Background: an optimization exercise with open tools, aiming at small area, a short achievable clock period and few clock cycles per item. Do not read the settings as production practice. At most, simulation tests tie the RTL to the original design; equivalence was not proved.

== raven ==
Design phase_ctrl, start of the top module:
module phase_ctrl(
                  input             clk,
                  input             resetn,
                  input             i2c_wr,
                  input  [15:0]     i2c_wdata,
                  input  [3:0]      i2c_addr,
                  input             fifo_empty,
                  input  [17:0]     fifo_rdata,
                  output            fifo_rden,
                  output     [17:0] fifo_wdata,
                  output            fifo_wren,
                  input             fifo_almost_full
                 );
For scale: about 1400 cells after synthesis, roughly 63 I/O pins, roughly 18000 µm² of cells after synthesis.
clock: 8.0 ns
lec_check: 0
abc_clock_period_in_ps: 3600
cap_margin: 20
core_margin: 2
core_utilization: 40
cts_cluster_diameter: 100
cts_cluster_size: 25
setup_slack_margin: 4.38
slew_margin: 20
standard.sh (not shown) runs the stock make flow with config.mk's settings and CLKGATE_MAP_FILE= SYNTH_SCRIPT=/design/flow/synth_recipe.tcl, a recipe that flattens the netlist after the stock synthesis.
==> flow/flow/run.sh <==
#!/bin/bash
# Own flow: the standard flow (standard.sh) with two extra netlist steps
# between Yosys and the rest of the layout.  Only combinational cells change;
# the registers are Yosys's own, with their names and cell types.
#  1. fa_polarity.py removes inverters around the full-adder cells: a full
#     adder fed complemented inputs computes complemented outputs.
#  2. remap.py + ABC (area.abc) re-map the plain logic for area, keeping the
#     flip-flops, full/half adders and tie cells as they are.
# The ports are buffered with the smallest buffer cell (buffer_ports
# -buffer_cell) instead of the delay cell buffer_ports picks by itself.
# Each step is proved equivalent to its input netlist (check_eq.ys); a step
# whose proof fails is dropped.
set -euo pipefail
W=$PWD
RES=$W/orfs/results/sky130hd/phase_ctrl/base
YOSYS=$FLOW_HOME/../tools/install/yosys/bin/yosys
LIB=$FLOW_HOME/platforms/sky130hd/lib/sky130_fd_sc_hd__tt_025C_1v80.lib

check() {  # check GOLD GATE LOG
    sed -e "s#LIBFILE#$LIB#" -e "s#GOLDFILE#$1#" -e "s#GATEFILE#$2#" flow/check_eq.ys > $3.ys
    "$YOSYS" -q $3.ys > $3.log 2>&1
}

bash standard.sh $RES/1_2_yosys.v > synth.log 2>&1
cp $RES/1_2_yosys.v $W/netlist_yosys.v
CUR=$W/netlist_yosys.v

if python3 flow/fa_polarity.py $CUR $W/netlist_fapol.v > fa_polarity.log 2>&1 &&
   check $CUR $W/netlist_fapol.v check_fapol; then
    CUR=$W/netlist_fapol.v
    echo "fa_polarity: used" >> fa_polarity.log
else
    echo "fa_polarity: dropped" >> fa_polarity.log
fi

if python3 flow/remap.py $LIB $CUR $W/netlist_remap.v $W/flow/area.abc > remap_run.ys 2> remap_py.log &&
   "$YOSYS" -q remap_run.ys > remap.log 2>&1 &&
   check $CUR $W/netlist_remap.v check_remap; then
    CUR=$W/netlist_remap.v
    echo "remap: used" >> remap.log
else
    echo "remap: dropped" >> remap.log
fi

cp $CUR $RES/1_2_yosys.v
bash standard.sh finish BUFFER_PORTS_ARGS="-buffer_cell sky130_fd_sc_hd__buf_1" > layout.log 2>&1
Other scripts of this flow, unchanged in this note and not shown: flow/flow/area.abc, flow/flow/check_eq.ys, flow/flow/fa_polarity.py, flow/flow/remap.py
raven: done, clean on timing, DRC and antenna
Input changes introduced in onyx (baseline for comparison: raven):
- a change of SETUP_SLACK_MARGIN from 4.38 to 4.3
Findings:
- The higher wire length came out of raven.
- Re total half-perimeter wirelength after legalization and detailed placement: onyx is 1.7% down on raven.
- | count of filler cells inserted in the layout | raven vs onyx | ≈ equal |
- Final critical delay including setup and external delays, raven and onyx: larger value in raven
- Fmax: onyx vs raven — no meaningful difference
- For initial cell density of the core, onyx and raven come out practically identical.
- raven reports its critical path capture point as Y[13] while onyx reports Y[14].
- Relative to raven, the measured slew at the worst slew-check pin of onyx is higher by 0.052 ns.
- Higher global-route track usage on met2 was reported by raven, not onyx.
Function was not checked in any run of this note: the RTL went through the layout flow alone.

* * *

Another version of the RTL of phase_ctrl (not shown whole).
For scale: ~2,000 cells after synthesis, roughly 290 flip-flops.
## phase_ctrl
module phase_ctrl(
                  input             clk,
                  input             resetn,
                  input             i2c_wr,
                  input  [15:0]     i2c_wdata,
                  input  [3:0]      i2c_addr,
                  input             fifo_empty,
                  input  [17:0]     fifo_rdata,
                  output            fifo_rden,
                  output reg [17:0] fifo_wdata,
                  output            fifo_wren,
                  input             fifo_almost_full
                 );
localparam NX = 80;
wire [23:0] enc_a, enc_b;
genvar k;
generate
    for (k = 0; k < 8; k = k + 1) begin : benc
        wire hi  = i2c_wdata[2*k+1];
        wire mid = i2c_wdata[2*k];
        wire lo  = (k == 0) ? 1'b0 : i2c_wdata[(k == 0) ? 0 : 2*k-1];
        wire one = mid ^ lo;
        wire two = (hi & ~mid & ~lo) | (~hi & mid & lo);
        assign enc_a[3*k+2:3*k] = {hi, two, one};
        assign enc_b[3*k+2:3*k] = {~hi, two, one};
    end
endgenerate
reg [23:0] ae;   
reg [23:0] be;   
always @(posedge clk or negedge resetn) begin
    if (!resetn) begin
        ae <= 24'h001000;
        be <= 24'h925924;
    end else if (i2c_wr) begin
        if (i2c_addr == 4'd0) ae <= enc_a;
        if (i2c_addr == 4'd1) be <= enc_b;
    end
end
reg [8:0] sr;
reg       wv;            
reg [2:0] credit;        
reg       hv;            
reg       adv;           
wire mid = |sr[4:0];
wire can_wr = |credit;
wire idle = ~wv & ~|sr;
assign fifo_rden = (adv & mid) | (adv & ~fifo_empty);
assign fifo_wren = wv & can_wr;
wire       wv_n = adv ? |sr[8:3] : wv;
  ...
Settings: LEC_CHECK=0, ABC_AREA=1, CAP_MARGIN=20, CORE_MARGIN=2, CORE_UTILIZATION=40, SETUP_SLACK_MARGIN=4.4, SLEW_MARGIN=20; clock period 8.0 ns.
run.sh (not shown) runs the stock make flow with config.mk's settings and CLKGATE_MAP_FILE= SYNTH_SCRIPT=/design/flow/synth_recipe.tcl, a recipe that flattens the netlist after the stock synthesis.
Stock flow here: none of the scripts above is used.
Testbench counts at the start, summed over its fixed seeds: cycles 2,344, frames 384.
==> next run, changes <==
Settings changed: SETUP_SLACK_MARGIN 4.4 to 4.3.
=>
- hold slack stays flat
- clock skew falls by 0.0064 ns
- count of clock-buffer cells in the layout grows by 7
- non-clock buffer count went down by 24
- critical path depth went up by 1
- via count decreases by about 0.8%
- core utilization is lower by 1.4 points

* * *

## run A
Another version of the RTL of phase_ctrl (not shown whole).
Size: roughly 1,400 cells after synthesis, about 63 I/O pins, roughly 0.018 mm² of cells after synthesis.
==> flow/config.mk <==
export PLATFORM = sky130hd
export DESIGN_NAME = phase_ctrl
export DESIGN_NICKNAME = phase_ctrl
export VERILOG_FILES = /design/flow/design.v
export SDC_FILE = /design/flow/constraint.sdc
export NUM_CORES = 4
export LEC_CHECK = 0
export ABC_CLOCK_PERIOD_IN_PS = 3600
export CAP_MARGIN = 20
export CORE_MARGIN = 2
export CORE_UTILIZATION = 40
export CTS_CLUSTER_DIAMETER = 100
export CTS_CLUSTER_SIZE = 25
export SETUP_SLACK_MARGIN = 4.4
export SLEW_MARGIN = 20
==> flow/constraint.sdc <==
create_clock -name core_clock -period 8.0 [get_ports {clk}]
set_input_delay 1.6000 -clock core_clock [delete_from_list [all_inputs] [get_ports {clk}]]
set_output_delay 1.6000 -clock core_clock [all_outputs]
set_load 0.01 [all_outputs]
standard.sh (not shown) runs the stock make flow with config.mk's settings and CLKGATE_MAP_FILE= SYNTH_SCRIPT=/design/flow/synth_recipe.tcl, a recipe that flattens the netlist after the stock synthesis.
==> flow/flow/area.abc <==
&get -n
&st
&dch -f
&nf -R 20
&st
&syn2
&dch -f
&nf -R 20
&st
&synch2
&nf -R 20
&put
topo
stime -c
Scripts as last shown in full above: flow/flow/run.sh
Other scripts of this flow, unchanged in this note and not shown: flow/flow/check_eq.ys, flow/flow/fa_polarity.py, flow/flow/remap.py
Here is what was changed in the inputs of run B compared with run A.
# run A
export LEC_CHECK = 0
export ABC_CLOCK_PERIOD_IN_PS = 3600
export CAP_MARGIN = 20
export CORE_MARGIN = 2
export CORE_UTILIZATION = 40
export CTS_CLUSTER_DIAMETER = 100
export CTS_CLUSTER_SIZE = 25
export SETUP_SLACK_MARGIN = 4.4
export SLEW_MARGIN = 20
create_clock -name core_clock -period 8.0 [get_ports {clk}]
# run B
export LEC_CHECK = 0
export ABC_CLOCK_PERIOD_IN_PS = 3600
export CAP_MARGIN = 20
export CORE_MARGIN = 2
export CORE_UTILIZATION = 40
export CTS_CLUSTER_DIAMETER = 100
export CTS_CLUSTER_SIZE = 25
export SETUP_SLACK_MARGIN = 4.3
export SLEW_MARGIN = 20
create_clock -name core_clock -period 8.0 [get_ports {clk}]
--- a/flow/flow/run.sh
+++ b/flow/flow/run.sh
@@ -6,3 +6,4 @@
 #     adder fed complemented inputs computes complemented outputs.
-#  2. remap.py + ABC (area.abc) re-map the plain logic for area, keeping the
+#  2. remap.py + ABC (area.abc) re-map the plain logic (one plain &dch; &nf mapping, without
+#     the sizing and buffering that the layout redoes), keeping the
 #     flip-flops, full/half adders and tie cells as they are.
==> flow/flow/area.abc <==
&get -n
&st
&dch
&nf
&put
topo
[summary]
Run B against run A; met3 routed wirelength is up by more than 10%. Compared with run A, routed via count divided by cell count in run B increased slightly. Looking at met3 layer usage reported by global route, run B sits 0.18 points lower than run A does. Summary of run B over run A: final area moved down, global placer's final weighted congestion increased by about 2.2% relative to the old numbers, register area saw a decrease, standard cell area after detailed placement went up 95 µm². Final period demand of the worst path in run B is 0.19 ns below run A. Looking at run B and run A, the detailed-route via count is a wash. Final net count ended up 37 lower on run B than on run A.
Input changes introduced in run C (baseline for comparison: run B):
--- a/flow/flow/run.sh
+++ b/flow/flow/run.sh
@@ -6,4 +6,3 @@
 #     adder fed complemented inputs computes complemented outputs.
-#  2. remap.py + ABC (area.abc) re-map the plain logic (one plain &dch; &nf mapping, without
-#     the sizing and buffering that the layout redoes), keeping the
+#  2. remap.py + ABC (area.abc) re-map the plain logic for area, keeping the
 #     flip-flops, full/half adders and tie cells as they are.
==> flow/flow/area.abc <==
&get -n
&st
&dch -f
&nf -R 20
&st
&syn2
&dch -f
&nf -R 20
&st
&synch2
&nf -R 20
&put
topo
stime -c
==> run summary <==
The lower number of placed instances with taps included came out of run C.
Looking at area growth from synthesis to final layout, run C sits 1.4 points higher than run B does.
Design area, run C vs run B: up slightly
First-iteration DRC count is higher on run B
Number of instances in the synthesized netlist for run C: about 1.8% down relative to run B
NOTE wire length on met3 run B->run C decreased by more than 10%
Setup WNS run B -> run C: worse
No functional check of the RTL was part of any run of this note.

* * *

Setup of job 6264:
phase_ctrl, a different RTL version from the one above (not shown whole).
For scale: roughly 1400 cells after synthesis, ~63 I/O pins.
==> flow/config.mk <==
export PLATFORM = sky130hd
export DESIGN_NAME = phase_ctrl
export DESIGN_NICKNAME = phase_ctrl
export VERILOG_FILES = /design/flow/design.v
export SDC_FILE = /design/flow/constraint.sdc
export NUM_CORES = 4
export LEC_CHECK = 0
export ABC_CLOCK_PERIOD_IN_PS = 3600
export CAP_MARGIN = 20
export CORE_MARGIN = 2
export CORE_UTILIZATION = 40
export CTS_CLUSTER_DIAMETER = 110
export CTS_CLUSTER_SIZE = 32
export SETUP_SLACK_MARGIN = 4.3
export SLEW_MARGIN = 20
==> flow/constraint.sdc <==
create_clock -name core_clock -period 8.0 [get_ports {clk}]
set_input_delay 1.6000 -clock core_clock [delete_from_list [all_inputs] [get_ports {clk}]]
set_output_delay 1.6000 -clock core_clock [all_outputs]
set_load 0.01 [all_outputs]
==> flow/flow/run.sh <==
#!/bin/bash
# Own flow: the standard flow (standard.sh) with two extra netlist steps
# between Yosys and the rest of the layout.  Only combinational cells change;
# the registers are Yosys's own, with their names and cell types.
#  1. fa_polarity.py removes inverters around the full-adder cells: a full
#     adder fed complemented inputs computes complemented outputs.
#  2. remap.py + ABC (area.abc) re-map the plain logic for area, keeping the
#     flip-flops, full/half adders and tie cells as they are.
# Each step is proved equivalent to its input netlist (check_eq.ys); a step
# whose proof fails is dropped.
set -euo pipefail
W=$PWD
RES=$W/orfs/results/sky130hd/phase_ctrl/base
YOSYS=$FLOW_HOME/../tools/install/yosys/bin/yosys
LIB=$FLOW_HOME/platforms/sky130hd/lib/sky130_fd_sc_hd__tt_025C_1v80.lib

check() {  # check GOLD GATE LOG
    sed -e "s#LIBFILE#$LIB#" -e "s#GOLDFILE#$1#" -e "s#GATEFILE#$2#" flow/check_eq.ys > $3.ys
    "$YOSYS" -q $3.ys > $3.log 2>&1
}

bash standard.sh $RES/1_2_yosys.v > synth.log 2>&1
cp $RES/1_2_yosys.v $W/netlist_yosys.v
CUR=$W/netlist_yosys.v

if python3 flow/fa_polarity.py $CUR $W/netlist_fapol.v > fa_polarity.log 2>&1 &&
   check $CUR $W/netlist_fapol.v check_fapol; then
    CUR=$W/netlist_fapol.v
    echo "fa_polarity: used" >> fa_polarity.log
else
    echo "fa_polarity: dropped" >> fa_polarity.log
fi

if python3 flow/remap.py $LIB $CUR $W/netlist_remap.v $W/flow/area.abc > remap_run.ys 2> remap_py.log &&
   "$YOSYS" -q remap_run.ys > remap.log 2>&1 &&
   check $CUR $W/netlist_remap.v check_remap; then
    CUR=$W/netlist_remap.v
    echo "remap: used" >> remap.log
else
    echo "remap: dropped" >> remap.log
fi

cp $CUR $RES/1_2_yosys.v
bash standard.sh > layout.log 2>&1
Other scripts of this flow, unchanged in this note and not shown: flow/flow/area.abc, flow/flow/check_eq.ys, flow/flow/fa_polarity.py, flow/flow/remap.py
Testbench counts of job 6264, summed over its fixed seeds: cycles 2,336, frames 384.
Input changes introduced in job 7261 (baseline for comparison: job 6264):
# job 6264
export LEC_CHECK = 0
export ABC_CLOCK_PERIOD_IN_PS = 3600
export CAP_MARGIN = 20
export CORE_MARGIN = 2
export CORE_UTILIZATION = 40
export CTS_CLUSTER_DIAMETER = 110
export CTS_CLUSTER_SIZE = 32
export SETUP_SLACK_MARGIN = 4.3
export SLEW_MARGIN = 20
create_clock -name core_clock -period 8.0 [get_ports {clk}]
# job 7261
export LEC_CHECK = 0
export ABC_CLOCK_PERIOD_IN_PS = 3600
export CAP_MARGIN = 20
export CORE_MARGIN = 2
export CORE_UTILIZATION = 40
export CTS_CLUSTER_DIAMETER = 100
export CTS_CLUSTER_SIZE = 25
export SETUP_SLACK_MARGIN = 4.3
export SLEW_MARGIN = 20
create_clock -name core_clock -period 8.0 [get_ports {clk}]
diff --git a/flow/flow/run.sh b/flow/flow/run.sh
--- a/flow/flow/run.sh
+++ b/flow/flow/run.sh
@@ -8,0 +9,2 @@
+# The ports are buffered with the smallest buffer cell (buffer_ports
+# -buffer_cell) instead of the delay cell buffer_ports picks by itself.
@@ -44 +46 @@
-bash standard.sh > layout.log 2>&1
+bash standard.sh finish BUFFER_PORTS_ARGS="-buffer_cell sky130_fd_sc_hd__buf_1" > layout.log 2>&1
Findings:
- Between job 7261 and job 6264, the register-to-register slack figures differ only marginally.
- From job 6264 to job 7261 the numbers moved as follows: minimum hold slack went down 0.0085 ns, first-pass GRT wire length comparable, signed area change from the synthesized netlist to the final layout now sits lower.
- Diff job 6264 -> job 7261: initial antenna violation count climbed 1; final routed wirelength across all metal layers roughly the same; fmax increased about 1.5%.
--- input diff job 7261..job 8567 ---
# job 7261
export LEC_CHECK = 0
export ABC_CLOCK_PERIOD_IN_PS = 3600
export CAP_MARGIN = 20
export CORE_MARGIN = 2
export CORE_UTILIZATION = 40
export CTS_CLUSTER_DIAMETER = 100
export CTS_CLUSTER_SIZE = 25
export SETUP_SLACK_MARGIN = 4.3
export SLEW_MARGIN = 20
create_clock -name core_clock -period 8.0 [get_ports {clk}]
# job 8567
export LEC_CHECK = 0
export ABC_CLOCK_PERIOD_IN_PS = 3600
export CAP_MARGIN = 20
export CORE_MARGIN = 2
export CORE_UTILIZATION = 55
export CTS_CLUSTER_DIAMETER = 100
export CTS_CLUSTER_SIZE = 25
export SETUP_SLACK_MARGIN = 4.3
export SLEW_MARGIN = 20
create_clock -name core_clock -period 8.0 [get_ports {clk}]
--- outcome ---
Job 8567: filler cell count is about 35% lower than what job 7261 reported.
Job 8567 against job 7261: sequential share of layout area rose by 0.34 points, number of design-rule violations left by the first detailed-router iteration fell by 13%.
Changes in job 2401 relative to job 8567:
# job 8567
export LEC_CHECK = 0
export ABC_CLOCK_PERIOD_IN_PS = 3600
export CAP_MARGIN = 20
export CORE_MARGIN = 2
export CORE_UTILIZATION = 55
export CTS_CLUSTER_DIAMETER = 100
export CTS_CLUSTER_SIZE = 25
export SETUP_SLACK_MARGIN = 4.3
export SLEW_MARGIN = 20
create_clock -name core_clock -period 8.0 [get_ports {clk}]
# job 2401
export LEC_CHECK = 0
export ABC_CLOCK_PERIOD_IN_PS = 3600
export CAP_MARGIN = 20
export CORE_MARGIN = 2
export CORE_UTILIZATION = 40
export CTS_CLUSTER_DIAMETER = 100
export CTS_CLUSTER_SIZE = 25
export SETUP_SLACK_MARGIN = 4.4
export SLEW_MARGIN = 20
create_clock -name core_clock -period 8.0 [get_ports {clk}]
--- outcome ---
- When job 2401 is set beside job 8567, its critical path depth turns out to be 1 larger.
- Re depth of the worst hold-timing path: no difference whatsoever between job 8567 and job 2401.
- On average wire per standard cell: between job 2401 and job 8567, it ends up lower for job 2401.
- The higher global-route usage of job 2401 and job 8567 is in job 8567.
- From job 8567 to job 2401, number of sinks on the clock net did not move at all.
- Note that the final cell count recorded for job 8567 amounts to 0.919 times the value seen in job 2401.
- The utilization in job 2401 sits 16 points below the value recorded for job 8567.

## afterwards: timing with drivers on the ports
In the flow no input, the clock included, has a driving cell. The finished layouts below were timed again as built, in two steps.
Step 1, drivers: a clkbuf_16 drives clk and a buf_2 each remaining input, both assumed.
Step 2, shift: input delay + t, output delay - t, t = (earliest + latest rising clock arrival at the registers) / 2. This alone moves slack from input paths to output paths.
a / b / c = ideal ports / drivers / drivers and shift; a / b = the first two.
run	shift t [ns]	setup WS [ns]	hold slack, ns	clock arrival spread, ns	worst data-port slew with drivers (ns)
raven	0.584	4.198 / 4.198 / 4.198	0.406 / 0.406 / 0.406	0.038 / 0.038	0.04
onyx	0.585	4.210 / 4.210 / 4.210	0.406 / 0.406 / 0.406	0.026 / 0.025	0.03
the first run of note 2	0.642	4.369 / 4.369 / 4.275	0.416 / 0.416 / 0.416	0.034 / 0.034	0.04
the second run of note 2	0.647	4.257 / 4.257 / 4.257	0.417 / 0.417 / 0.417	0.031 / 0.032	0.04
run A	0.573	4.098 / 4.098 / 4.098	0.407 / 0.407 / 0.407	0.028 / 0.027	0.06
run B	0.567	4.285 / 4.285 / 4.285	0.405 / 0.405 / 0.405	0.035 / 0.035	0.07
run C	0.573	4.086 / 4.086 / 4.086	0.410 / 0.410 / 0.410	0.021 / 0.021	0.05
job 6264	0.569	4.312 / 4.287 / 4.200	0.421 / 0.421 / 0.421	0.029 / 0.029	0.04
job 7261	0.573	4.367 / 4.347 / 4.347	0.413 / 0.413 / 0.413	0.016 / 0.017	0.06
job 8567	0.568	4.348 / 4.294 / 4.355	0.412 / 0.412 / 0.412	0.026 / 0.026	0.04
job 2401	0.579	4.373 / 4.373 / 4.373	0.408 / 0.408 / 0.408	0.022 / 0.021	0.04
After both steps every run listed still meets setup and hold. The setup slack of job 6264, which loses most, moves by -0.025 ns with the drivers and by -0.112 ns with both steps.
